Context: an optimization exercise on an open-source flow, tuned for small area and few clock cycles per item. The choices shown serve that exercise and are no tape-out recipe.
In this exercise RTL edits were held to simulation tests only and were not proved equivalent to the original.
Power figures rest on the tool's default switching activity, not on a simulated workload.

--- flow/design.v ---
module pcx_top (
	clk,
	rst_l,
	spc0_pcx_req_pq,
	spc0_pcx_atom_pq,
	spc0_pcx_data_pa,
	spc1_pcx_req_pq,
	spc1_pcx_atom_pq,
	spc1_pcx_data_pa,
	spc2_pcx_req_pq,
	spc2_pcx_atom_pq,
	spc2_pcx_data_pa,
	spc3_pcx_req_pq,
	spc3_pcx_atom_pq,
	spc3_pcx_data_pa,
	spc4_pcx_req_pq,
	spc4_pcx_atom_pq,
	spc4_pcx_data_pa,
	spc5_pcx_req_pq,
	spc5_pcx_atom_pq,
	spc5_pcx_data_pa,
	spc6_pcx_req_pq,
	spc6_pcx_atom_pq,
	spc6_pcx_data_pa,
	spc7_pcx_req_pq,
	spc7_pcx_atom_pq,
	spc7_pcx_data_pa,
	sctag0_pcx_stall_pq,
	sctag1_pcx_stall_pq,
	sctag2_pcx_stall_pq,
	sctag3_pcx_stall_pq,
	io_pcx_stall_pq,
	pcx_spc0_grant_px,
	pcx_spc1_grant_px,
	pcx_spc2_grant_px,
	pcx_spc3_grant_px,
	pcx_spc4_grant_px,
	pcx_spc5_grant_px,
	pcx_spc6_grant_px,
	pcx_spc7_grant_px,
	pcx_sctag0_data_rdy_px1,
	pcx_sctag0_atm_px1,
	pcx_sctag0_data_px2,
	pcx_sctag1_data_rdy_px1,
	pcx_sctag1_atm_px1,
	pcx_sctag1_data_px2,
	pcx_sctag2_data_rdy_px1,
	pcx_sctag2_atm_px1,
	pcx_sctag2_data_px2,
	pcx_sctag3_data_rdy_px1,
	pcx_sctag3_atm_px1,
	pcx_sctag3_data_px2,
	pcx_fpio_data_rdy_px2,
	pcx_fpio_data_px2,
	pcx_io_data_rdy_px2,
	pcx_io_data_px2
);
input clk;
input rst_l;
input [4:0] spc0_pcx_req_pq;
input spc0_pcx_atom_pq;
input [123:0] spc0_pcx_data_pa;
input [4:0] spc1_pcx_req_pq;
input spc1_pcx_atom_pq;
input [123:0] spc1_pcx_data_pa;
input [4:0] spc2_pcx_req_pq;
input spc2_pcx_atom_pq;
input [123:0] spc2_pcx_data_pa;
input [4:0] spc3_pcx_req_pq;
input spc3_pcx_atom_pq;
input [123:0] spc3_pcx_data_pa;
input [4:0] spc4_pcx_req_pq;
input spc4_pcx_atom_pq;
input [123:0] spc4_pcx_data_pa;
input [4:0] spc5_pcx_req_pq;
input spc5_pcx_atom_pq;
input [123:0] spc5_pcx_data_pa;
input [4:0] spc6_pcx_req_pq;
input spc6_pcx_atom_pq;
input [123:0] spc6_pcx_data_pa;
input [4:0] spc7_pcx_req_pq;
input spc7_pcx_atom_pq;
input [123:0] spc7_pcx_data_pa;
input sctag0_pcx_stall_pq;
input sctag1_pcx_stall_pq;
input sctag2_pcx_stall_pq;
input sctag3_pcx_stall_pq;
input io_pcx_stall_pq;
output [4:0] pcx_spc0_grant_px;
output [4:0] pcx_spc1_grant_px;
output [4:0] pcx_spc2_grant_px;
output [4:0] pcx_spc3_grant_px;
output [4:0] pcx_spc4_grant_px;
output [4:0] pcx_spc5_grant_px;
output [4:0] pcx_spc6_grant_px;
output [4:0] pcx_spc7_grant_px;
output pcx_sctag0_data_rdy_px1;
output pcx_sctag0_atm_px1;
output [123:0] pcx_sctag0_data_px2;
output pcx_sctag1_data_rdy_px1;
output pcx_sctag1_atm_px1;
output [123:0] pcx_sctag1_data_px2;
output pcx_sctag2_data_rdy_px1;
output pcx_sctag2_atm_px1;
output [123:0] pcx_sctag2_data_px2;
output pcx_sctag3_data_rdy_px1;
output pcx_sctag3_atm_px1;
output [123:0] pcx_sctag3_data_px2;
output pcx_fpio_data_rdy_px2;
output [123:0] pcx_fpio_data_px2;
output pcx_io_data_rdy_px2;
output [123:0] pcx_io_data_px2;
localparam NS = 8;
localparam ND = 5;
localparam W  = 124;
localparam CW = 5;   
wire [NS*5-1:0] req_in = {spc7_pcx_req_pq, spc6_pcx_req_pq, spc5_pcx_req_pq, spc4_pcx_req_pq,
                          spc3_pcx_req_pq, spc2_pcx_req_pq, spc1_pcx_req_pq, spc0_pcx_req_pq};
wire [NS-1:0]   atom_in = {spc7_pcx_atom_pq, spc6_pcx_atom_pq, spc5_pcx_atom_pq, spc4_pcx_atom_pq,
                           spc3_pcx_atom_pq, spc2_pcx_atom_pq, spc1_pcx_atom_pq, spc0_pcx_atom_pq};
wire [NS*W-1:0] din = {spc7_pcx_data_pa, spc6_pcx_data_pa, spc5_pcx_data_pa, spc4_pcx_data_pa,
                       spc3_pcx_data_pa, spc2_pcx_data_pa, spc1_pcx_data_pa, spc0_pcx_data_pa};
wire [ND-1:0]   stall_in = {io_pcx_stall_pq, sctag3_pcx_stall_pq, sctag2_pcx_stall_pq,
                            sctag1_pcx_stall_pq, sctag0_pcx_stall_pq};
reg [ND-1:0] stall_r;
always @(posedge clk)
  stall_r <= stall_in;
reg  [NS*ND-1:0] rp;         
reg  [NS*ND-1:0] c1;         
reg  [NS*ND-1:0] c2;
reg  [NS*ND-1:0] af;         
wire [NS*ND-1:0] wp = rp ^ c1;    
wire [NS*ND-1:0] sel;        
wire [NS*ND-1:0] gnt;        
reg  [NS*ND-1:0] w1;
reg  [NS-1:0]    w1s;
reg  [NS-1:0]    w1a;
wire [NS*ND*W*2-1:0] ent;    
wire [ND*W-1:0]  dout;       
wire [ND-1:0]    rdy_b, atm_b, rdy_f;
wire [NS-1:0]    anyreq;     
genvar s, t, d;
generate
  for (s = 0; s < NS; s = s + 1) begin : src
    wire [ND-1:0] rq = req_in[s*5 +: 5];
    assign anyreq[s] = |rq;
    always @(posedge clk)
      if (w1a[s]) begin
        w1s[s] <= ~w1s[s];
        w1a[s] <= 1'b0;
      end else begin
        w1[s*ND +: ND] <= rq;
        w1s[s] <= |(rq & wp[s*ND +: ND]);
        w1a[s] <= atom_in[s] & |rq;
      end
    for (d = 0; d < ND; d = d + 1) begin : dst
      localparam integer I = s*ND + d;
      wire r  = rq[d];
      wire a  = atom_in[s];
      wire g  = sel[I];
      wire [1:0] cnt   = {c2[I], c1[I]};
      wire [1:0] cnt_n = cnt - {1'b0, g} + (r ? (a ? 2'd2 : 2'd1) : 2'd0);
      always @(posedge clk or negedge rst_l)
        if (!rst_l) begin
          rp[I] <= 1'b0; c1[I] <= 1'b0; c2[I] <= 1'b0;
        end else begin
          c1[I] <= cnt_n[0];
          c2[I] <= cnt_n[1];
          if (g) rp[I] <= ~rp[I];
        end
      always @(posedge clk)
        if (r)      af[I] <= a & ~g;
        else if (g) af[I] <= 1'b0;
      wire we0 = w1[I] & ~w1s[s];
      wire we1 = w1[I] &  w1s[s];
      reg [W-1:0] e0, e1;
      always @(posedge clk) begin
        if (we0) e0 <= din[s*W +: W];
        if (we1) e1 <= din[s*W +: W];
      end
      assign ent[(I*2+0)*W +: W] = e0;
      assign ent[(I*2+1)*W +: W] = e1;
    end
  end
  wire idle = ~|{c1, c2, anyreq};
  wire [NS-1:0] top;
  wire [NS*CW-1:0] rc;
  for (s = 0; s < NS; s = s + 1) begin : lsf
    reg [CW-1:0] n;
    always @(posedge clk or negedge rst_l)
      if (!rst_l)
        n <= {CW{1'b0}};
      else if (idle)
        n <= {CW{1'b0}};
      else
        n <= {n[CW-1] & ~&top, n[CW-2:0]} + {{(CW-1){1'b0}}, anyreq[s] & ~&n};
    assign top[s] = n[CW-1];
    assign rc[s*CW +: CW] = n;
  end
  wire [NS*NS-1:0] le;
  for (s = 0; s < NS; s = s + 1) begin : cmp
    for (t = 0; t < NS; t = t + 1) begin : pr
      if (t == s) begin : eq
        assign le[s*NS+t] = 1'b1;
      end else begin : ne
        reg r;
        always @(posedge clk) r <= rc[s*CW +: CW] <= rc[t*CW +: CW];
        assign le[s*NS+t] = r;
      end
    end
  end
  for (d = 0; d < ND; d = d + 1) begin : arb
    wire [NS-1:0] avail;     
    wire [NS-1:0] afh;       
    wire [NS-1:0] rph;       
    for (s = 0; s < NS; s = s + 1) begin : col
      wire booked = c1[s*ND+d] | c2[s*ND+d];
      assign avail[s] = booked | req_in[s*5+d];
      assign rph[s]   = rp[s*ND+d];
      assign afh[s]   = booked ? af[s*ND+d] : atom_in[s];
    end
    reg  [2:0] src1;         
    reg  lock;               
    reg  v1, sl1;
    wire [NS-1:0] last = 8'd1 << src1;
    wire [NS-1:0] elig = stall_r[d] ? {NS{1'b0}} : (lock ? last : avail);
    wire [NS-1:0] least;
    for (s = 0; s < NS; s = s + 1) begin : lst
      assign least[s] = elig[s] & &(le[s*NS +: NS] | ~elig);
    end
    reg  [3:0] fc;
    reg  [2:0] rrp;
    wire fair = &fc & ~lock;
    wire [NS-1:0] e2 = (fair | ~|least) ? elig : least;
    wire [NS-1:0] rrbase = 8'd1 << (fair ? rrp : src1);
    wire [NS-1:0] above = ~((rrbase << 1) - 1'b1);
    wire [NS-1:0] hi = e2 & above;
    wire [NS-1:0] pick_hi = hi & (~hi + 1'b1);
    wire [NS-1:0] pick_lo = e2 & (~e2 + 1'b1);
    wire [NS-1:0] win = (|hi) ? pick_hi : pick_lo;
    for (s = 0; s < NS; s = s + 1) begin : gn
      assign sel[s*ND+d] = win[s];
    end
    wire any = |win;
    wire watm = |(win & afh);
    wire wslot = |(win & rph);
    wire [2:0] wsrc = {|(win & 8'hf0), |(win & 8'hcc), |(win & 8'haa)};
    reg  v2;
    reg  [NS*2-1:0] osel;
    always @(posedge clk or negedge rst_l)
      if (!rst_l) begin
        src1 <= 3'd0; lock <= 1'b0;
        fc <= 4'd0; rrp <= 3'd0;
        v1 <= 1'b0; v2 <= 1'b0;
      end else begin
        if (any) begin
          src1 <= wsrc;
          lock <= watm;
        end
        if (any & ~lock) fc <= fc + 4'd1;
        if (any & fair) rrp <= wsrc;
        v1 <= any;
        v2 <= v1;
      end
    always @(posedge clk)
      sl1 <= wslot;
    for (s = 0; s < NS; s = s + 1) begin : dec
      always @(posedge clk) begin
        osel[s*2+0] <= (src1 == s) & ~sl1;
        osel[s*2+1] <= (src1 == s) &  sl1;
      end
      assign gnt[s*ND+d] = v1 & (src1 == s);
    end
    wire [(NS*2+1)*W-1:0] acc;
    assign acc[W-1:0] = {W{1'b0}};
    for (s = 0; s < NS*2; s = s + 1) begin : orr
      assign acc[(s+1)*W +: W] = acc[s*W +: W] | ({W{osel[s]}} & ent[((s/2)*ND*2 + d*2 + (s%2))*W +: W]);
    end
    assign dout[d*W +: W] = acc[NS*2*W +: W];
    assign rdy_b[d] = v1;
    assign atm_b[d] = lock;
    assign rdy_f[d] = v2;
  end
endgenerate
assign {pcx_spc7_grant_px, pcx_spc6_grant_px, pcx_spc5_grant_px, pcx_spc4_grant_px,
        pcx_spc3_grant_px, pcx_spc2_grant_px, pcx_spc1_grant_px, pcx_spc0_grant_px} = gnt;
assign pcx_sctag0_data_rdy_px1 = rdy_b[0];
assign pcx_sctag1_data_rdy_px1 = rdy_b[1];
assign pcx_sctag2_data_rdy_px1 = rdy_b[2];
assign pcx_sctag3_data_rdy_px1 = rdy_b[3];
assign pcx_sctag0_atm_px1 = atm_b[0];
assign pcx_sctag1_atm_px1 = atm_b[1];
assign pcx_sctag2_atm_px1 = atm_b[2];
assign pcx_sctag3_atm_px1 = atm_b[3];
assign pcx_sctag0_data_px2 = dout[0*W +: W];
assign pcx_sctag1_data_px2 = dout[1*W +: W];
assign pcx_sctag2_data_px2 = dout[2*W +: W];
assign pcx_sctag3_data_px2 = dout[3*W +: W];
assign pcx_fpio_data_rdy_px2 = rdy_f[4];
assign pcx_io_data_rdy_px2   = rdy_f[4];
assign pcx_fpio_data_px2 = dout[4*W +: W];
assign pcx_io_data_px2   = dout[4*W +: W];
endmodule
--- flow/flow/run.sh ---
#!/bin/bash
# Own flow: the standard layout (standard.sh, unchanged synthesis), with
# two layout choices the flow settings cannot express:
#   * the port buffers are sky130_fd_sc_hd__buf_2 instead of the default
#     delay cell (every input and output port still gets its own buffer);
#   * clock tree synthesis without dummy loads, with larger sink clusters.
# Each tool's full output stays in orfs/logs/; make's own output in make.log.
set -euo pipefail
bash standard.sh \
  "BUFFER_PORTS_ARGS=-buffer_cell sky130_fd_sc_hd__buf_2" \
  "CTS_ARGS=-sink_clustering_enable -repair_clock_nets -sink_clustering_size 30 -sink_clustering_max_diameter 80 -dont_use_dummy_load" \
  finish > make.log 2>&1
--- flow/standard.sh ---
#!/bin/bash
# synth_recipe.tcl (not shown) runs the flow's synth.tcl, then flattens the netlist and writes it again
# the make line also repeats each setting of config.mk as NAME=value (left out here)
make -C /OpenROAD-flow-scripts/flow DESIGN_CONFIG=/design/flow/config.mk WORK_HOME=/design/flow/orfs CLKGATE_MAP_FILE= SYNTH_SCRIPT=/design/flow/synth_recipe.tcl "${@:-finish}"
--- flow/config.mk ---
export PLATFORM = sky130hd
export DESIGN_NAME = pcx_top
export DESIGN_NICKNAME = pcx_top
export VERILOG_FILES = /design/flow/design.v
export SDC_FILE = /design/flow/constraint.sdc
export NUM_CORES = 8
export LEC_CHECK = 0
export CAP_MARGIN = 30
export CORE_MARGIN = 2
export CORE_UTILIZATION = 60
export SLEW_MARGIN = 50
--- flow/constraint.sdc ---
create_clock -name core_clock -period 5.5 [get_ports {clk}]
set_input_delay 1.1000 -clock core_clock [delete_from_list [all_inputs] [get_ports {clk}]]
set_output_delay 1.1000 -clock core_clock [all_outputs]
set_load 0.01 [all_outputs]
==> results by group, run 1 <==
Job
  – Max-cap violation count: 0

Clock tree
  – Post-CTS Setup Repair Bufs: 0
  – Num Clock Sinks: 10383
  – Worst-Skew Late Latency: 1.22 ns
  – CTS H-tree depth: 5
  – CTS root buf: clkbuf_16
  – CTS max path bufs: 4
  – Post-cts repair resize count: 0
  – CTS Hold Bufs: 1
  – Total CTS buffers: 462
  – CTS tree: yes
  – Clk pin slew, worst setup/hold paths: 0.11 ns

Final layout
  – Area Overhead vs Synth: 11.96%
  – Total Nets Final: 23477
  – Design area: 426200 um^2
  – Layout cells sized above 1: 0.1801

Worst setup path
  – Crit path kind: flip-flop to output pin
  – Worst Path Required: 4.40 ns
  – Element type at the critical path end: output pin
  – Critical path launch point type: flip-flop
  – Top delay family on crit path: buffers and inverters
  – WP data arrival: 4.40 ns
  – Crit Path Max Fanout: 19
  – Worst R2R Path Depth: 17
  – Critical Path Max Stage Delay: 0.69 ns
  – Cell Chain, Critical Path: buf_12 > buf_4 > buf_4 > a22o_1 > a221oi_1 > nand4_1 > buf_2
  – Worst Path Buf+Inv: 4
  – Crit-path most repeated cell: buf_4
  – Slowest CP cell: dfxtp_4
  – Total stage count of the critical path: 7

Timing
  – Max-slew violation count: 0
  – Hold Fails Final Rpt: 0
  – Maximum clock rate: 181.8 MHz
  – Slew @ Worst Pin: 1.039 ns
  – Period utilization: 1.000
  – Final min period: 5.501 ns
  – Final TNS setup: -0.0005316 ns
  – Worst setup margin: -0.0005316 ns
  – Rel. slew slack: 0.3072
  – Layout Skew: 0.1555 ns
  – RSZ-0062 raised after global routing: false
  – Final setup violation count: 1

Hold path
  – Hold-critical path depth: 1
  – Min-delay worst type: input pin to flip-flop

Synth
  – Ys Warns: 1
  – Cell with the most instances after synthesis: edfxtp_1
  – Area leader, netlist: edfxtp_1
  – Net Count, Synth: 21194
  – Post-Syn Area: 380700 um^2
  – Commonest cells post-synth: edfxtp_1, a221oi_1, a22o_1
  – EDFF count, synth: 10000
  – Syn Inst Count: 19924
  – Yosys reg bits: 10383
  – Post-synth top area share: 0.7888
  – Top cells by area, synth: edfxtp_1, a221oi_1, a22o_1, dfrtp_1, nand4_1
  – Sequential share of the synthesized area: 0.8118
  – Synth Flop Type: edfxtp_1
  – Distinct cell type count after synthesis: 124
  – Syn Area/Cell: 19.11 um^2
  – Asr flop ratio synth: 0.02128

Route
  – DR vias: 277380
  – Routed wire length: 1929000 um
  – Detailed Route Iter0 Violations: 69087
  – Vias/cell: 8.851
  – 1st-pass router iterations: 10
  – WL/cell: 61.56 um
  – ANT nets after route: 1
  – Residual DRC: 0

Floorplan
  – Die Span X: 800.5 um
  – Die area: 640900 um^2
  – Initial core utilization: 0.6023
  – Die H: 800.5 um
  – Core area: 632100 um^2
  – Ports: 1841
  – Rows: 292

Placement
  – Hpwl dp: 1195000 um
  – Buffers added on ports: 1840
  – Placed inst area: 411700 um^2
  – Gp weighted congestion: 0.9734

Power
  – P per Cell Area: 613.0 nW/um^2
  – Lkg Pwr: 141.3 nW
  – Worst vdd ir: 636.4 uV
  – Final Power: 261.3 mW

GRT
  – Vias in the first global route: 241352
  – GRT Total Usage: 0.5864
  – Initial antenna violation count: 582
  – Largest net degree at the start of global routing: 72
  – Global-route wire length before repair: 2432000 um
  – Gr ovfl total: 0

Outcome
  – Layout check failures: antenna rules, setup timing
  – Outcome: complete, but fails checks
-- worst reg2reg max path, stage by stage (launching register included) --
cell and delay (ns):
dfrtp_1 0.65, buf_12 0.27, nor4_4 0.08, buf_4 0.16, a2111oi_0 0.42, a2111oi_0 0.16, buf_4 0.17, and3_1 0.22
or4_4 0.59, o41ai_1 0.48, buf_4 0.21, a21oi_1 0.07, buf_4 0.17, nor3b_1 0.17, and4_1 0.27, a2111oi_4 0.57
a21oi_2 0.14, mux2_1 0.35
-- worst paths after layout --
kind | startpoint | to | slack (ns)
max in group asynchronous | rst_l | c1[5]$_DFF_PN0_ | 3.81
min in group asynchronous | rst_l | c1[20]$_DFF_PN0_ | 0.44
worst max-delay path | arb[4].osel[13]$_DFF_P_ | pcx_io_data_px2[116] | -0.0005
worst max register to register | arb[1].lock$_DFFE_PN0P_ | arb[1].rrp[2]$_DFFE_PN0P_ | 0.18
worst min register to register | w1a[7]$_SDFF_PP0_ | w1s[7]$_DFF_P_ | 0.39
worst min-delay path | sctag2_pcx_stall_pq | stall_r[2]$_DFF_P_ | 0.09
-- cell usage in the layout (no fill, tap or decap), types with 65 or more instances in the layout --
cell,instances
nand2_1,183
clkbuf_16,462
buf_2,1845
nand4_1,653
inv_1,135
a22o_1,2481
edfxtp_1,10000
dfxtp_1,72
buf_4,735
dfrtp_1,219
buf_16,92
buf_12,393
diode_2,755
buf_6,83
dfxtp_4,80
nand3_1,93
xor2_1,91
ha_1,223
xnor2_1,155
o21ai_0,99
nor2_1,272
nand2b_1,65
a2111oi_0,79
a221oi_1,2483
-- stage by stage --
stage | hold slack [ns] | setup WS (ns) | util | std cells
floorplan | 0.3744 | -1.042 | - | 19924
global placement | 0.4351 | -0.2499 | 0.6432 | 29840
detailed placement | 0.4395 | -0.04411 | 0.6513 | 30064
CTS | 0.05810 | 0.2349 | 0.6696 | 30527
global route | 0.1138 | 0.03530 | 0.6731 | 31019
finish | 0.09145 | -0.0005316 | 0.6743 | 31339
-- registers in the layout (all words and copies together) (netlist names), 8 cells and up --
name         count
rp              40
c2              40
src.dst.e1    4960
src.dst.e0    4960
arb.rrp         15
arb.fc          20
arb.osel        80
w1s              8
af              40
c1              40
arb.src1        15
w1a              8
cmp.pr.ne.r     56
w1              40
lsf.n           40
-- final cells by class --
type,count,area (um^2)
Sequential cell,10383,309400
Timing Repair Buffer,3172,26400
Inverter,136,510.5
Fill cell,41879,205800
Multi-Input combinational cell,8052,65990
Antenna cell,755,1889
Tap cell,8379,10480
Clock buffer,462,11560
-- routing by layer --
layer,part of all wire,vias up,global-route usage,wire (um)
met5,0.0017,-,0.03411,3214
met4,0.11,198,0.4921,220000
met3,0.21,10845,0.3369,398900
met2,0.39,39739,0.7600,747900
met1,0.29,136403,0.6972,559400
li1,-,90195,-,-
-- cell families (layout without fill, tap and decap cells) --
| group | count (synthesis) | count (layout) | share of synthesized area |
|---|---|---|---|
| AO/OA/AOI/OAI | 5663 | 5663 | 0.1286 |
| XOR/XNOR | 246 | 246 | 0.005660 |
| adder cells (fa/ha/maj) | 223 | 223 | 0.007329 |
| buffers and inverters | 1489 | 3770 | 0.01612 |
| flip-flops | 10383 | 10383 | 0.8118 |
| multiplexers | 77 | 77 | 0.002123 |
| other | 0 | 755 | 0 |
| AND/OR/NAND/NOR | 1843 | 1843 | 0.02829 |
-- power by group --
part / internal (mW) / total (mW) / switching (mW)
Clock: 15.0 / 39.0 / 24.0
Combinational: 28.6 / 111 / 82.0
Sequential: 104 / 112 / 7.45
Total: 148 / 261 / 113
Testbench counts, summed over its fixed seeds: cycles 3,825, packets 13,484.
==> inputs of run 2 (changes only) <==
--- a/flow/design.v
+++ b/flow/design.v
@@ -223,7 +223,8 @@
     reg  lock;               
     reg  v1, sl1;
     wire [NS-1:0] last = 8'd1 << src1;
-    wire [NS-1:0] elig = stall_r[d] ? {NS{1'b0}} : (lock ? last : avail);
+    wire stl = (d == 4) ? stall_in[d] : stall_r[d];
+    wire [NS-1:0] elig = stl ? {NS{1'b0}} : (lock ? last : avail);
     wire [NS-1:0] least;
     for (s = 0; s < NS; s = s + 1) begin : lst
       assign least[s] = elig[s] & &(le[s*NS +: NS] | ~elig);
@@ -276,10 +277,22 @@
     for (s = 0; s < NS*2; s = s + 1) begin : orr
       assign acc[(s+1)*W +: W] = acc[s*W +: W] | ({W{osel[s]}} & ent[((s/2)*ND*2 + d*2 + (s%2))*W +: W]);
     end
-    assign dout[d*W +: W] = acc[NS*2*W +: W];
+    if (d == 4) begin : oreg
+      reg [W-1:0] dreg;
+      reg v3;
+      always @(posedge clk)
+        dreg <= acc[NS*2*W +: W];
+      always @(posedge clk or negedge rst_l)
+        if (!rst_l) v3 <= 1'b0;
+        else        v3 <= v2;
+      assign dout[d*W +: W] = dreg;
+      assign rdy_f[d] = v3;
+    end else begin : ocomb
+      assign dout[d*W +: W] = acc[NS*2*W +: W];
+      assign rdy_f[d] = v2;
+    end
     assign rdy_b[d] = v1;
     assign atm_b[d] = lock;
-    assign rdy_f[d] = v2;
   end
 endgenerate
 assign {pcx_spc7_grant_px, pcx_spc6_grant_px, pcx_spc5_grant_px, pcx_spc4_grant_px,
==> results by group, run 2 <==
Worst setup path
  – Worst reg2reg startpoint: arb[1].src1[0]$_DFFE_PN0P_
  – Slowest CP cell: dfxtp_4
  – Worst Path Required: 4.40 ns
  – Critical path capture point: pcx_sctag0_data_px2[84]
  – Critical Path Max Stage Delay: 0.58 ns
  – Critical path launch point type: flip-flop
  – WP data arrival: 4.11 ns
  – Critical Path Start: arb[0].osel[1]$_DFF_P_
  – Element type at the critical path end: output pin
  – Cell Chain, Critical Path: buf_12 > buf_16 > a22o_1 > a221oi_1 > nand4_1 > buf_2
  – RR Endpoint: arb[1].rrp[2]$_DFFE_PN0P_
  – Crit path kind: flip-flop to output pin
  – Worst Path Buf+Inv: 3
  – Flop2flop setup slack: 0.32 ns
  – Top delay family on crit path: buffers and inverters
  – Crit Path Max Fanout: 37
  – Total stage count of the critical path: 6
  – Worst R2R Path Depth: 17

Timing
  – Maximum clock rate: 191.9 MHz
  – Layout Skew: 0.1631 ns
  – Final setup violation count: 0
  – Rel. slew slack: 0.3544
  – Hold Fails Final Rpt: 0
  – Period utilization: 0.9475
  – Hold Slack: 0.1128 ns
  – Max-slew violation count: 0
  – Slew @ Worst Pin: 0.9684 ns
  – RSZ-0062 raised after global routing: false
  – Final min period: 5.211 ns

Synth
  – Ys Warns: 1
  – Commonest cells post-synth: edfxtp_1, a221oi_1, a22o_1
  – Area leader, netlist: edfxtp_1
  – Syn Area/Cell: 19.16 um^2
  – Asr flop ratio synth: 0.02113
  – Post-Synth XOR/XNOR Area: 0.005619
  – Distinct cell type count after synthesis: 127
  – Mux share of post-synthesis cell area: 0.002705
  – Simple-gate portion of the synthesized area: 0.02769
  – Adder-cell share of the synthesized area: 0.007277
  – EDFF count, synth: 10000
  – Synth Flop Type: edfxtp_1
  – Synth Area in Compound Gates: 0.1280
  – Largest family of logic cells by synthesized area: compound AO/OA/AOI/OAI gates
  – Syn Inst Count: 20014
  – Post-synth top area share: 0.7832
  – Post-Syn Area: 383400 um^2
  – Yosys reg bits: 10507
  – Net Count, Synth: 21284
  – Top cells by area, synth: edfxtp_1, a221oi_1, a22o_1, dfxtp_1, dfrtp_1
  – Cell with the most instances after synthesis: edfxtp_1
  – Sequential share of the synthesized area: 0.8126

Placement
  – Placed inst area: 413500 um^2
  – Gp weighted congestion: 0.9780
  – Buffers added on ports: 1840
  – Inst Count DP: 30079
  – Hpwl dp: 1187000 um

Floorplan
  – Die area: 645400 um^2
  – Rows: 293
  – Die H: 803.4 um
  – Ports: 1841
  – Core area: 636800 um^2
  – Die Span X: 803.4 um
  – Initial core utilization: 0.6021

Clock tree
  – Total CTS buffers: 468
  – CTS Hold Bufs: 1
  – CTS max path bufs: 4
  – Num Clock Sinks: 10507
  – Worst-Skew Late Latency: 1.25 ns
  – CTS H-tree depth: 5
  – CTS root buf: clkbuf_16
  – Post-cts repair resize count: 0
  – Clk pin slew, worst setup/hold paths: 0.10 ns
  – Post-CTS Setup Repair Bufs: 0
  – CTS tree: yes

Final layout
  – Commonest non-fill, non-tap cell in the layout: edfxtp_1
  – Regs by FF count: src.dst.e0 (4960), src.dst.e1 (4960), arb.oreg.dreg (124)
  – Design area: 427900 um^2
  – Area Overhead vs Synth: 11.61%
  – Layout cells sized above 1: 0.1773
  – Final Non-Filler Cells: 31292
  – Total Nets Final: 23467
  – Commonest non-fill, non-tap cells in the layout: edfxtp_1, a221oi_1, a22o_1, buf_2, buf_4

Power
  – Final Power: 259.1 mW
  – P per Cell Area: 605.4 nW/um^2
  – Worst vdd ir: 519.2 uV
  – Lkg Pwr: 141.8 nW

GRT
  – Gr ovfl total: 0
  – Initial antenna violation count: 624
  – Largest net degree at the start of global routing: 94
  – GRT Total Usage: 0.5875
  – Global-route wire length before repair: 2444000 um
  – Vias in the first global route: 241788

Route
  – ANT nets after route: 0
  – Residual DRC: 0
  – Detailed Route Iter0 Violations: 69696
  – WL/cell: 61.99 um
  – Routed wire length: 1940000 um
  – DR vias: 277612
  – 1st-pass router iterations: 17
  – Vias/cell: 8.872

Outcome
  – Outcome: timing/DRC/antenna clean

Hold path
  – Min-delay worst type: input pin to flip-flop

Job
  – Max-cap violation count: 0
[run 2: final cells by class]
cell class / instances / area [um^2]
multi-input combinational: 8015 / 66200
inverter: 133 / 499.2
timing repair buffer: 3072 / 25410
clock buffer: 468 / 11710
fill: 42299 / 208900
sequential: 10507 / 311900
tap: 8407 / 10520
antenna: 690 / 1727
[run 2: cells by family after synthesis]
| group | after synthesis |
|---|---|
| xor gates and xnor gates | 246 |
| adders and majority gates | 223 |
| buffers and inverters | 1492 |
| muxes | 98 |
| and+or+nand+nor | 1788 |
| DFF | 10507 |
| AOI/OAI and AO/OA | 5660 |
[run 2: worst min-delay path by stage]
stage / start / end / slack [ns] / cells past startpoint
after global routing: sctag1_pcx_stall_pq / stall_r[1]$_DFF_P_ / 0.15 / 1
final: sctag1_pcx_stall_pq / stall_r[1]$_DFF_P_ / 0.11 / 1
after detailed placement: w1a[4]$_SDFF_PP0_ / w1a[4]$_SDFF_PP0_ / 0.44 / 1
after CTS: sctag1_pcx_stall_pq / stall_r[1]$_DFF_P_ / 0.1 / 1
after floorplan: arb[4].v2$_DFF_PN0_ / arb[4].oreg.v3$_DFF_PN0_ / 0.33 / 0
after global placement: w1a[2]$_SDFF_PP0_ / w1a[2]$_SDFF_PP0_ / 0.44 / 1
[run 2: metrics by stage]
step | util | setup WS [ns] | setup TNS (ns)
after floorplan | - | -1.042 | -5063.00
after CTS | 0.6677 | 0.3578 | 0
after global placement | 0.6421 | -0.03440 | -0.03440
final | 0.6720 | 0.2889 | 0
after global routing | 0.6709 | 0.02681 | 0
after detailed placement | 0.6493 | 0.03982 | 0
[run 2: per-layer routing]
layer | GRT usage | vias to the layer above | wire (um)
li1 | - | 90226 | -
met1 | 0.7039 | 136831 | 566500
met2 | 0.7516 | 39857 | 745200
met3 | 0.3400 | 10484 | 404400
met4 | 0.4986 | 214 | 220100
met5 | 0.03242 | - | 3624
[run 2: where the power goes]
| part | switching (mW) | internal (mW) | total (mW) | leakage [nW] |
|---|---|---|---|---|
| logic | 77.8 | 27.1 | 105 | 37.1 |
| registers | 8.97 | 106 | 115 | 98.9 |
| clock network | 24.3 | 15.1 | 39.4 | 5.77 |
Testbench counts of run 2, summed over its fixed seeds: cycles 3,842, packets 13,484.
==> inputs of run 3 (changes only) <==
==> flow/flow/run.sh (replaced) <==
#!/bin/bash
# Own flow: the standard layout (standard.sh, unchanged synthesis), with
# two layout choices the flow settings cannot express:
#   * the port buffers are sky130_fd_sc_hd__buf_1 instead of the default
#     delay cell (every input and output port still gets its own buffer);
#   * clock tree synthesis without dummy loads, with larger sink clusters.
# Each tool's full output stays in orfs/logs/; make's own output in make.log.
set -euo pipefail
bash standard.sh \
  "BUFFER_PORTS_ARGS=-buffer_cell sky130_fd_sc_hd__buf_1" \
  "CTS_ARGS=-sink_clustering_enable -repair_clock_nets -sink_clustering_size 25 -sink_clustering_max_diameter 70 -dont_use_dummy_load" \
  finish > make.log 2>&1
==> results by group, run 3 <==
Worst setup path
  – Cell Chain, Critical Path: buf_12 > buf_4 > a22o_1 > a221oi_1 > nand4_1 > buf_1
  – Worst Path Buf+Inv: 3
  – Critical Path Max Stage Delay: 0.81 ns
  – Element type at the critical path end: output pin
  – Crit path kind: flip-flop to output pin
  – Critical path launch point type: flip-flop
  – WP data arrival: 4.26 ns
  – Crit Path Max Fanout: 15
  – Slowest CP cell: nand4_1
  – Worst Path Required: 4.40 ns
  – Top delay family on crit path: buffers and inverters

GRT
  – Gr ovfl total: 0
  – Global-route wire length before repair: 2448000 um
  – Initial antenna violation count: 572
  – GRT Total Usage: 0.5895
  – Largest net degree at the start of global routing: 116
  – Vias in the first global route: 241816

Placement
  – Buffers added on ports: 1840
  – Gp weighted congestion: 0.9796
  – Post-place setup slack: 0.03645 ns
  – Hpwl dp: 1198000 um
  – Inst Count DP: 30134
  – Placed inst area: 412400 um^2

Clock tree
  – CTS max path bufs: 4
  – Num Clock Sinks: 10507
  – Clk pin slew, worst setup/hold paths: 0.10 ns
  – Total CTS buffers: 553
  – CTS tree: yes
  – Worst-Skew Late Latency: 1.25 ns
  – CTS H-tree depth: 6
  – Post-cts repair resize count: 0
  – Post-CTS Setup Repair Bufs: 0
  – CTS root buf: clkbuf_16

Final layout
  – Design area: 428700 um^2
  – Reg area: 311900 um^2
  – Area Overhead vs Synth: 11.81%
  – Total Nets Final: 23600
  – Commonest non-fill, non-tap cells in the layout: edfxtp_1, a221oi_1, a22o_1, buf_1, buf_4
  – Fillers: 42101
  – Commonest non-fill, non-tap cell in the layout: edfxtp_1
  – Final Util: 0.6732
  – Layout cells sized above 1: 0.1104
  – Regs by FF count: src.dst.e0 (4960), src.dst.e1 (4960), arb.oreg.dreg (124)
  – Multi-input logic area: 66200 um^2
  – Final Non-Filler Cells: 31292

Route
  – ANT nets after route: 0
  – Routed wire length: 1944000 um
  – 1st-pass router iterations: 12
  – Detailed Route Iter0 Violations: 69722
  – Residual DRC: 0
  – DR vias: 276596
  – WL/cell: 62.12 um
  – Vias/cell: 8.839

Power
  – P per Cell Area: 610.3 nW/um^2
  – Worst vdd ir: 623.8 uV
  – Lkg Pwr: 138.6 nW
  – Final Power: 261.6 mW

Synth
  – Syn Area/Cell: 19.16 um^2
  – Sequential share of the synthesized area: 0.8126
  – Distinct cell type count after synthesis: 127
  – Asr flop ratio synth: 0.02113
  – Ys Warns: 1
  – Area leader, netlist: edfxtp_1
  – Post-synth top area share: 0.7832
  – Yosys reg bits: 10507
  – Syn Inst Count: 20014
  – Commonest cells post-synth: edfxtp_1, a221oi_1, a22o_1
  – Synth Flop Type: edfxtp_1
  – Top cells by area, synth: edfxtp_1, a221oi_1, a22o_1, dfxtp_1, dfrtp_1
  – Net Count, Synth: 21284
  – Cell with the most instances after synthesis: edfxtp_1
  – Post-Syn Area: 383400 um^2
  – EDFF count, synth: 10000

Job
  – Max-cap violation count: 0

Timing
  – Max-slew violation count: 0
  – Maximum clock rate: 186.5 MHz
  – Worst setup margin: 0.1376 ns
  – Layout Skew: 0.1262 ns
  – Period utilization: 0.9750
  – Slew @ Worst Pin: 1.058 ns
  – Final min period: 5.362 ns
  – Hold Slack: 0.09104 ns
  – RSZ-0062 raised after global routing: false
  – Hold Fails Final Rpt: 0
  – Final TNS setup: 0 ns
  – Rel. slew slack: 0.2945
  – Final setup violation count: 0

Floorplan
  – Initial core utilization: 0.6021
  – Rows: 293
  – Die Span X: 803.4 um
  – Die H: 803.4 um
  – Core area: 636800 um^2
  – Ports: 1841
  – Die area: 645400 um^2

Hold path
  – Min-delay worst type: input pin to flip-flop

Outcome
  – Outcome: timing/DRC/antenna clean
==> run 3: cell types whose count changed in the layout (fill, tap and decap cells not counted), moves of 3 or more <==
cell	change
clkbuf_2	+47
buf_6	+12
diode_2	-133
buf_2	-1663
buf_4	+12
buf_8	-4
nand2b_2	+3
nand2b_1	-3
buf_1	+1615
buf_16	+32
clkbuf_8	-3
dfxtp_2	+5
dfxtp_1	-5
clkbuf_16	+85
==> run 3: worst paths after layout <==
kind | start | endpoint | cells past startpoint | slack, ns
worst max-delay path | arb[1].osel[7]$_DFF_P_ | pcx_sctag1_data_px2[0] | 6 | 0.14
worst min-delay path | sctag1_pcx_stall_pq | stall_r[1]$_DFF_P_ | 1 | 0.09
worst max register to register | arb[1].lock$_DFFE_PN0P_ | arb[1].rrp[1]$_DFFE_PN0P_ | 16 | 0.35
worst min register to register | arb[4].v2$_DFF_PN0_ | arb[4].oreg.v3$_DFF_PN0_ | 0 | 0.35
max in group asynchronous | rst_l | arb[4].v1$_DFF_PN0_ | 4 | 3.94
min in group asynchronous | rst_l | lsf[7].n[3]$_DFF_PN0_ | 2 | 0.40
==> run 3: cells by family after synthesis <==
| logic type | Yosys count | synth area share |
|---|---|---|
| DFF | 10507 | 0.8126 |
| AOI/OAI and AO/OA | 5660 | 0.1280 |
| and+or+nand+nor | 1788 | 0.02769 |
| buffers and inverters | 1492 | 0.01617 |
| xor gates and xnor gates | 246 | 0.005619 |
| adders and majority gates | 223 | 0.007277 |
| muxes | 98 | 0.002705 |
==> run 3: final cells by class <==
class | count | share of cell area
well taps | 8407 | 0.02454
flip-flops and latches | 10507 | 0.7275
diodes | 557 | 0.003251
repair buffers | 3120 | 0.05688
inverters | 133 | 0.001165
multi-input cells | 8015 | 0.1544
clock buffers | 553 | 0.03228
==> run 3: timing repair <==
action                     4_1_cts  5_1_grt
hold endpoints to repair        21        0
setup endpoints to repair        0        0
hold buffers                     1        0
==> run 3: routing by layer <==
metal | global-route usage | wire, um | up-vias
met2 | 0.7604 | 749900 | 39277
li1 | - | - | 90392
met4 | 0.4969 | 221100 | 152
met5 | 0.03257 | 3000 | -
met3 | 0.3394 | 404600 | 10298
met1 | 0.7032 | 565200 | 136477
==> run 3: power breakdown <==
part	internal, mW	switching, mW
logic	26.0	78.1
registers	106	8.79
clock network	18.0	25.0
==> inputs of run 4 (changes only) <==
--- a/flow/config.mk
+++ b/flow/config.mk
@@ -7,5 +7,5 @@
 export LEC_CHECK = 0
 export CAP_MARGIN = 30
 export CORE_MARGIN = 2
-export CORE_UTILIZATION = 60
+export CORE_UTILIZATION = 55
 export SLEW_MARGIN = 50
==> results by group, run 4 <==
Synth
  – Syn Inst Count: 20014
  – EDFF count, synth: 10000
  – Yosys reg bits: 10507
  – Cell with the most instances after synthesis: edfxtp_1
  – Net Count, Synth: 21284
  – Commonest cells post-synth: edfxtp_1, a221oi_1, a22o_1
  – Synth Flop Type: edfxtp_1
  – Sequential share of the synthesized area: 0.8126
  – Top cells by area, synth: edfxtp_1, a221oi_1, a22o_1, dfxtp_1, dfrtp_1
  – Asr flop ratio synth: 0.02113
  – Ys Warns: 1
  – Syn Area/Cell: 19.16 um^2
  – Post-Syn Area: 383400 um^2
  – Area leader, netlist: edfxtp_1
  – Distinct cell type count after synthesis: 127
  – Post-synth top area share: 0.7832

Placement
  – Hpwl dp: 1258000 um
  – Inst Count DP: 31121
  – Buffers added on ports: 1840
  – Post-place setup slack: 0.01355 ns
  – Gp weighted congestion: 0.9765
  – Placed inst area: 414800 um^2

Floorplan
  – Die H: 838.9 um
  – Die Span X: 838.9 um
  – Die area: 703800 um^2
  – Ports: 1841
  – Initial core utilization: 0.5520
  – Core area: 694500 um^2
  – Rows: 306

Worst setup path
  – Crit path kind: flip-flop to output pin
  – Crit Path Max Fanout: 18
  – Critical path launch point type: flip-flop
  – Element type at the critical path end: output pin
  – WP data arrival: 4.37 ns
  – Worst Path Required: 4.40 ns

Final layout
  – Layout cells sized above 1: 0.1193
  – Commonest non-fill, non-tap cells in the layout: edfxtp_1, a22o_1, a221oi_1, buf_1, buf_4
  – Fillers: 49732
  – Regs by FF count: src.dst.e0 (4960), src.dst.e1 (4960), arb.oreg.dreg (124)
  – Total Nets Final: 23761
  – Final Util: 0.6207
  – Final Non-Filler Cells: 32345
  – Area Overhead vs Synth: 12.43%
  – Commonest non-fill, non-tap cell in the layout: edfxtp_1
  – Design area: 431100 um^2

Timing
  – Final min period: 5.475 ns
  – Maximum clock rate: 182.7 MHz
  – Final setup violation count: 0
  – RSZ-0062 raised after global routing: false
  – Slew @ Worst Pin: 1.190 ns
  – Period utilization: 0.9954
  – Layout Skew: 0.1252 ns
  – Rel. slew slack: 0.2067
  – Final TNS setup: 0 ns
  – Worst setup margin: 0.02535 ns
  – Hold Fails Final Rpt: 0
  – Max-slew violation count: 0
  – Hold Slack: 0.02026 ns

Power
  – P per Cell Area: 615.3 nW/um^2
  – Final Power: 265.3 mW
  – Lkg Pwr: 139.5 nW
  – Worst vdd ir: 475.7 uV

GRT
  – Vias in the first global route: 242525
  – Largest net degree at the start of global routing: 75
  – GRT Total Usage: 0.5579
  – Gr ovfl total: 0
  – Global-route wire length before repair: 2525000 um
  – Initial antenna violation count: 600

Clock tree
  – CTS max path bufs: 4
  – Clk pin slew, worst setup/hold paths: 0.10 ns
  – Total CTS buffers: 554
  – Num Clock Sinks: 10507
  – CTS tree: yes
  – CTS H-tree depth: 6
  – Post-CTS Setup Repair Bufs: 0
  – Worst-Skew Late Latency: 1.26 ns
  – CTS root buf: clkbuf_16

Outcome
  – Outcome: timing/DRC/antenna clean

Route
  – Routed wire length: 2014000 um
  – Detailed Route Iter0 Violations: 66832
  – ANT nets after route: 0
  – 1st-pass router iterations: 10
  – DR vias: 276938
  – Residual DRC: 0
  – WL/cell: 62.27 um
  – Vias/cell: 8.562

Hold path
  – Min-delay worst type: input pin to flip-flop

Job
  – Max-cap violation count: 0
run 4: what timing repair did:
| item | 4_1_cts | 5_1_grt |
|---|---|---|
| endpoints found under the hold margin | 42 | 0 |
| resized for setup | 0 | 0 |
| hold buffers | 2 | 0 |
run 4: cells by family after synthesis:
| kind of cell | Yosys count | share of synthesized area |
|---|---|---|
| simple gates | 1788 | 0.02769 |
| compound gates | 5660 | 0.1280 |
| buf+inv | 1492 | 0.01617 |
| xor+xnor | 246 | 0.005619 |
| fa+ha+maj | 223 | 0.007277 |
| mux | 98 | 0.002705 |
| flops | 10507 | 0.8126 |
run 4: critical path: stages (launching register included):
cell      delay, ns
dfxtp_4        0.85
buf_4          0.58
buf_4          0.55
a22o_1         0.27
a221oi_1       0.06
nand4_1        0.16
buf_1          0.53
run 4: area by class of cell:
type / count / area (um^2) / share of cell area
Tap cell: 9240 / 11560 / 0.02682
Multi-Input combinational cell: 8015 / 66180 / 0.1535
Clock buffer: 554 / 13860 / 0.03216
Inverter: 133 / 499.2 / 0.001158
Antenna cell: 616 / 1541 / 0.003576
Timing Repair Buffer: 3280 / 25560 / 0.05928
Sequential cell: 10507 / 311900 / 0.7235
run 4: layer usage:
layer,up-vias,GRT usage,wire (um),part of all wire
li1,90788,-,-,-
met1,138501,0.6762,608000,0.30
met2,37920,0.7340,791200,0.39
met3,9585,0.2875,392700,0.19
met4,144,0.4672,220000,0.11
met5,-,0.02615,2360,0.0012
run 4: worst paths after layout:
path / startpoint / to / slack [ns] / cells past startpoint
setup / recovery: arb[1].osel[7]$_DFF_P_ / pcx_sctag1_data_px2[74] / 0.03 / 6
min in group asynchronous: rst_l / c1[6]$_DFF_PN0_ / 0.40 / 2
max in group asynchronous: rst_l / arb[3].lock$_DFFE_PN0P_ / 4.11 / 3
setup reg to reg: arb[4].lock$_DFFE_PN0P_ / c2[9]$_DFF_PN0_ / 0.46 / 17
hold reg to reg: w1a[1]$_SDFF_PP0_ / w1a[1]$_SDFF_PP0_ / 0.44 / 1
hold / removal: sctag0_pcx_stall_pq / stall_r[0]$_DFF_P_ / 0.02 / 1
run 4: power by group:
| part | leakage (nW) | total, mW | switching, mW | internal, mW |
|---|---|---|---|---|
| clock network | 6.83 | 43.2 | 25.2 | 18.0 |
| logic | 33.8 | 108 | 80.9 | 27.0 |
| registers | 98.9 | 114 | 8.41 | 106 |
==> inputs of run 5 (changes only) <==
--- a/flow/design.v
+++ b/flow/design.v
@@ -223,8 +223,7 @@
     reg  lock;               
     reg  v1, sl1;
     wire [NS-1:0] last = 8'd1 << src1;
-    wire stl = (d == 4) ? stall_in[d] : stall_r[d];
-    wire [NS-1:0] elig = stl ? {NS{1'b0}} : (lock ? last : avail);
+    wire [NS-1:0] elig = stall_r[d] ? {NS{1'b0}} : (lock ? last : avail);
     wire [NS-1:0] least;
     for (s = 0; s < NS; s = s + 1) begin : lst
       assign least[s] = elig[s] & &(le[s*NS +: NS] | ~elig);
@@ -277,22 +276,10 @@
     for (s = 0; s < NS*2; s = s + 1) begin : orr
       assign acc[(s+1)*W +: W] = acc[s*W +: W] | ({W{osel[s]}} & ent[((s/2)*ND*2 + d*2 + (s%2))*W +: W]);
     end
-    if (d == 4) begin : oreg
-      reg [W-1:0] dreg;
-      reg v3;
-      always @(posedge clk)
-        dreg <= acc[NS*2*W +: W];
-      always @(posedge clk or negedge rst_l)
-        if (!rst_l) v3 <= 1'b0;
-        else        v3 <= v2;
-      assign dout[d*W +: W] = dreg;
-      assign rdy_f[d] = v3;
-    end else begin : ocomb
-      assign dout[d*W +: W] = acc[NS*2*W +: W];
-      assign rdy_f[d] = v2;
-    end
+    assign dout[d*W +: W] = acc[NS*2*W +: W];
     assign rdy_b[d] = v1;
     assign atm_b[d] = lock;
+    assign rdy_f[d] = v2;
   end
 endgenerate
 assign {pcx_spc7_grant_px, pcx_spc6_grant_px, pcx_spc5_grant_px, pcx_spc4_grant_px,
--- a/flow/config.mk
+++ b/flow/config.mk
@@ -7,5 +7,5 @@
 export LEC_CHECK = 0
 export CAP_MARGIN = 30
 export CORE_MARGIN = 2
-export CORE_UTILIZATION = 55
+export CORE_UTILIZATION = 50
 export SLEW_MARGIN = 50
==> results by group, run 5 <==
Worst setup path
  – Critical Path Start: arb[2].osel[5]$_DFF_P_
  – Flop2flop setup slack: 0.05 ns
  – Worst reg2reg startpoint: arb[1].src1[0]$_DFFE_PN0P_
  – Top delay family on crit path: buffers and inverters
  – Slowest CP cell: dfxtp_4
  – Cell Chain, Critical Path: buf_4 > buf_4 > a221oi_1 > nand4_1 > buf_1
  – Crit Path Max Fanout: 25
  – Worst Path Required: 4.40 ns
  – Crit-path most repeated cell: buf_4
  – Worst Path Buf+Inv: 3
  – Element type at the critical path end: output pin
  – Critical Path Max Stage Delay: 0.75 ns
  – Total stage count of the critical path: 5
  – Crit path kind: flip-flop to output pin
  – Critical path launch point type: flip-flop
  – WP data arrival: 4.44 ns
  – Critical path capture point: pcx_sctag2_data_px2[60]
  – RR Endpoint: arb[1].sl1$_DFF_P_
  – Worst R2R Path Depth: 19

Synth
  – EDFF count, synth: 10000
  – Syn Inst Count: 19924
  – Synth Flop Type: edfxtp_1
  – Post-Syn Area: 380700 um^2
  – Asr flop ratio synth: 0.02128
  – Cell with the most instances after synthesis: edfxtp_1
  – Net Count, Synth: 21194
  – Post-synth top area share: 0.7888
  – Top cells by area, synth: edfxtp_1, a221oi_1, a22o_1, dfrtp_1, nand4_1
  – Ys Warns: 1
  – Sequential share of the synthesized area: 0.8118
  – Distinct cell type count after synthesis: 124
  – Syn Area/Cell: 19.11 um^2
  – Yosys reg bits: 10383
  – Area leader, netlist: edfxtp_1
  – Commonest cells post-synth: edfxtp_1, a221oi_1, a22o_1

Floorplan
  – Rows: 320
  – Initial core utilization: 0.5015
  – Die area: 768400 um^2
  – Die H: 876.6 um
  – Core area: 759100 um^2
  – Ports: 1841
  – Die Span X: 876.6 um

Clock tree
  – CTS tree: yes
  – Num Clock Sinks: 10383
  – Total CTS buffers: 553
  – Clk pin slew, worst setup/hold paths: 0.10 ns
  – CTS H-tree depth: 6
  – Worst-Skew Late Latency: 1.27 ns
  – CTS max path bufs: 4
  – CTS root buf: clkbuf_16

Final layout
  – Area Overhead vs Synth: 12.87%
  – Layout cells sized above 1: 0.1217
  – Regs by FF count: src.dst.e0 (4960), src.dst.e1 (4960), arb.osel (80)
  – Reg area: 309400 um^2
  – Commonest non-fill, non-tap cells in the layout: edfxtp_1, a221oi_1, a22o_1, buf_1, buf_4
  – Total Nets Final: 23693
  – Fillers: 57717
  – Multi-input logic area: 66070 um^2
  – Commonest non-fill, non-tap cell in the layout: edfxtp_1

GRT
  – Vias in the first global route: 240311
  – Largest net degree at the start of global routing: 76
  – Initial antenna violation count: 567
  – Global-route wire length before repair: 2508000 um
  – GRT Total Usage: 0.5015
  – Gr ovfl total: 0

Route
  – DR vias: 271542
  – WL/cell: 60.08 um
  – Routed wire length: 1987000 um
  – Vias/cell: 8.211
  – Residual DRC: 0
  – ANT nets after route: 0
  – Detailed Route Iter0 Violations: 66064
  – 1st-pass router iterations: 12

Timing
  – Worst setup margin: -0.03829 ns
  – Final setup violation count: 2
  – Period utilization: 1.007
  – Final TNS setup: -0.07585 ns
  – Final min period: 5.538 ns
  – Layout Skew: 0.1292 ns
  – Max-slew violation count: 0
  – Hold Fails Final Rpt: 0
  – Slew @ Worst Pin: 1.054 ns
  – Rel. slew slack: 0.2971
  – Maximum clock rate: 180.6 MHz
  – RSZ-0062 raised after global routing: false

Power
  – Lkg Pwr: 138.8 nW
  – Final Power: 265.9 mW
  – P per Cell Area: 618.8 nW/um^2
  – Worst vdd ir: 571.9 uV

Placement
  – Gp weighted congestion: 0.9632
  – Buffers added on ports: 1840
  – Hpwl dp: 1249000 um

Outcome
  – Outcome: complete, but fails checks
  – Layout check failures: setup timing

Job
  – Max-cap violation count: 0

Hold path
  – Min-delay worst type: input pin to flip-flop
==> run 5: changes by cell type in the layout (fill, tap and decap cells not counted), sizes merged, moves of 11 or more <==
cell / previous run / this run
o22ai: 37 / 58
nand3: 107 / 93
a2111oi: 114 / 88
diode: 616 / 506
a22oi: 17 / 28
o21bai: 7 / 21
nor2: 268 / 279
dfxtp: 285 / 162
nand2b: 78 / 66
nor4: 63 / 77
mux2: 42 / 27
nand2: 167 / 190
clkbuf: 622 / 636
==> run 5: final cells by class <==
cell class / count / area share
Timing Repair Buffer: 3297 / 0.06035
Multi-Input combinational cell: 8052 / 0.1538
Antenna cell: 506 / 0.002947
Clock buffer: 553 / 0.03221
Tap cell: 10143 / 0.02954
Sequential cell: 10383 / 0.7200
Inverter: 136 / 0.001188
==> run 5: kinds of logic (layout without fill, tap and decap cells) <==
family,after synthesis,count (layout),share of synthesized area
compound gates,5663,5663,0.1286
mux,77,77,0.002123
fa+ha+maj,223,223,0.007329
other cells,0,506,0
flops,10383,10383,0.8118
xor+xnor,246,246,0.005660
simple gates,1843,1843,0.02829
buf+inv,1489,3986,0.01612
==> run 5: routing by layer <==
metal / vias to the layer above / global-route usage / routed length (um)
met1: 136864 / 0.6120 / 609300
met3: 8830 / 0.2397 / 374600
met2: 35244 / 0.6773 / 789800
li1: 90418 / - / -
met4: 186 / 0.4044 / 210800
met5: - / 0.004922 / 2304
==> run 5: how the worst min path moves through the flow <==
stage / from / end / slack (ns) / depth (start not counted)
6_report: io_pcx_stall_pq / stall_r[4]$_DFF_P_ / 0.06 / 1
3_3_place_gp: arb[4].v1$_DFF_PN0_ / arb[4].v2$_DFF_PN0_ / 0.42 / 0
5_1_grt: io_pcx_stall_pq / stall_r[4]$_DFF_P_ / 0.06 / 1
3_5_place_dp: arb[4].v1$_DFF_PN0_ / arb[4].v2$_DFF_PN0_ / 0.43 / 0
4_1_cts: io_pcx_stall_pq / stall_r[4]$_DFF_P_ / 0.02 / 1
2_1_floorplan: arb[4].v1$_DFF_PN0_ / arb[4].v2$_DFF_PN0_ / 0.37 / 0
==> run 5: where the power goes <==
part / total [mW] / switching [mW] / internal, mW / leakage [nW]
clock: 43.0 / 25.1 / 18.0 / 6.82
sequential: 112 / 7.29 / 104 / 97.9
combinational: 111 / 83.5 / 27.8 / 34.1
==> run 5: timing repair <==
action / in CTS / in global routing
hold endpoints to repair: 23 / 0
resized for setup: 0 / 3
buffers inserted: 0 / 0
setup endpoints to repair: 0 / 8
hold buffers: 1 / 0
==> run 5: through the flow <==
step | area [um^2] | worst slack (ns) | hold WS [ns] | instances | utilization
4_1_cts | 427300 | 0.2190 | 0.02209 | 32501 | 0.5629
5_1_grt | 429200 | 0.0008757 | 0.06199 | 32874 | 0.5654
6_report | 429700 | -0.03829 | 0.05583 | 33070 | 0.5660
3_3_place_gp | 407300 | -0.4665 | 0.4241 | 31680 | 0.5366
2_1_floorplan | 380700 | -1.042 | 0.3744 | 19924 | -
3_5_place_dp | 413500 | -0.2179 | 0.4317 | 31947 | 0.5446
Testbench counts of run 5, summed over its fixed seeds: cycles 3,825, packets 13,484.

[re-timing with driven ports]
In the flow no input, the clock included, has a driving cell. The finished layouts below were timed again as built, in two steps. Step 1 (the two cells are an assumption about what drives the block):
set clk [get_ports {clk}]
set_driving_cell -lib_cell sky130_fd_sc_hd__clkbuf_16 $clk
set_driving_cell -lib_cell sky130_fd_sc_hd__buf_2 [delete_from_list [all_inputs] $clk]
Step 2 also shifts input and output timing later by t, the mid clock arrival at the registers, as if the neighbouring blocks saw the same clock. Three values: ideal ports, drivers, drivers and shift; two values: the first two.
| run | t, ns | slack for setup (ns) | worst hold slack (ns) | clock arrival spread, ns |
|---|---|---|---|---|
| run 1 | 1.293 | -0.001 / -0.166 / -0.181 | 0.091 / -0.050 / 0.392 | 0.189 / 0.189 |
| run 2 | 1.321 | 0.289 / 0.121 / -0.138 | 0.113 / -0.036 / 0.447 | 0.190 / 0.190 |
| run 3 | 1.356 | 0.138 / -0.029 / -0.066 | 0.091 / -0.050 / 0.349 | 0.138 / 0.138 |
| run 4 | 1.369 | 0.025 / -0.141 / -0.057 | 0.020 / -0.123 / 0.444 | 0.140 / 0.141 |
| run 5 | 1.365 | -0.038 / -0.198 / -0.426 | 0.056 / -0.082 / 0.449 | 0.139 / 0.139 |
With both steps, setup timing fails in run 2, run 3 and run 4, where it was met with ideal ports. For run 2, which loses most, drivers alone change the setup slack by -0.168 ns; drivers and shift together by -0.427 ns.
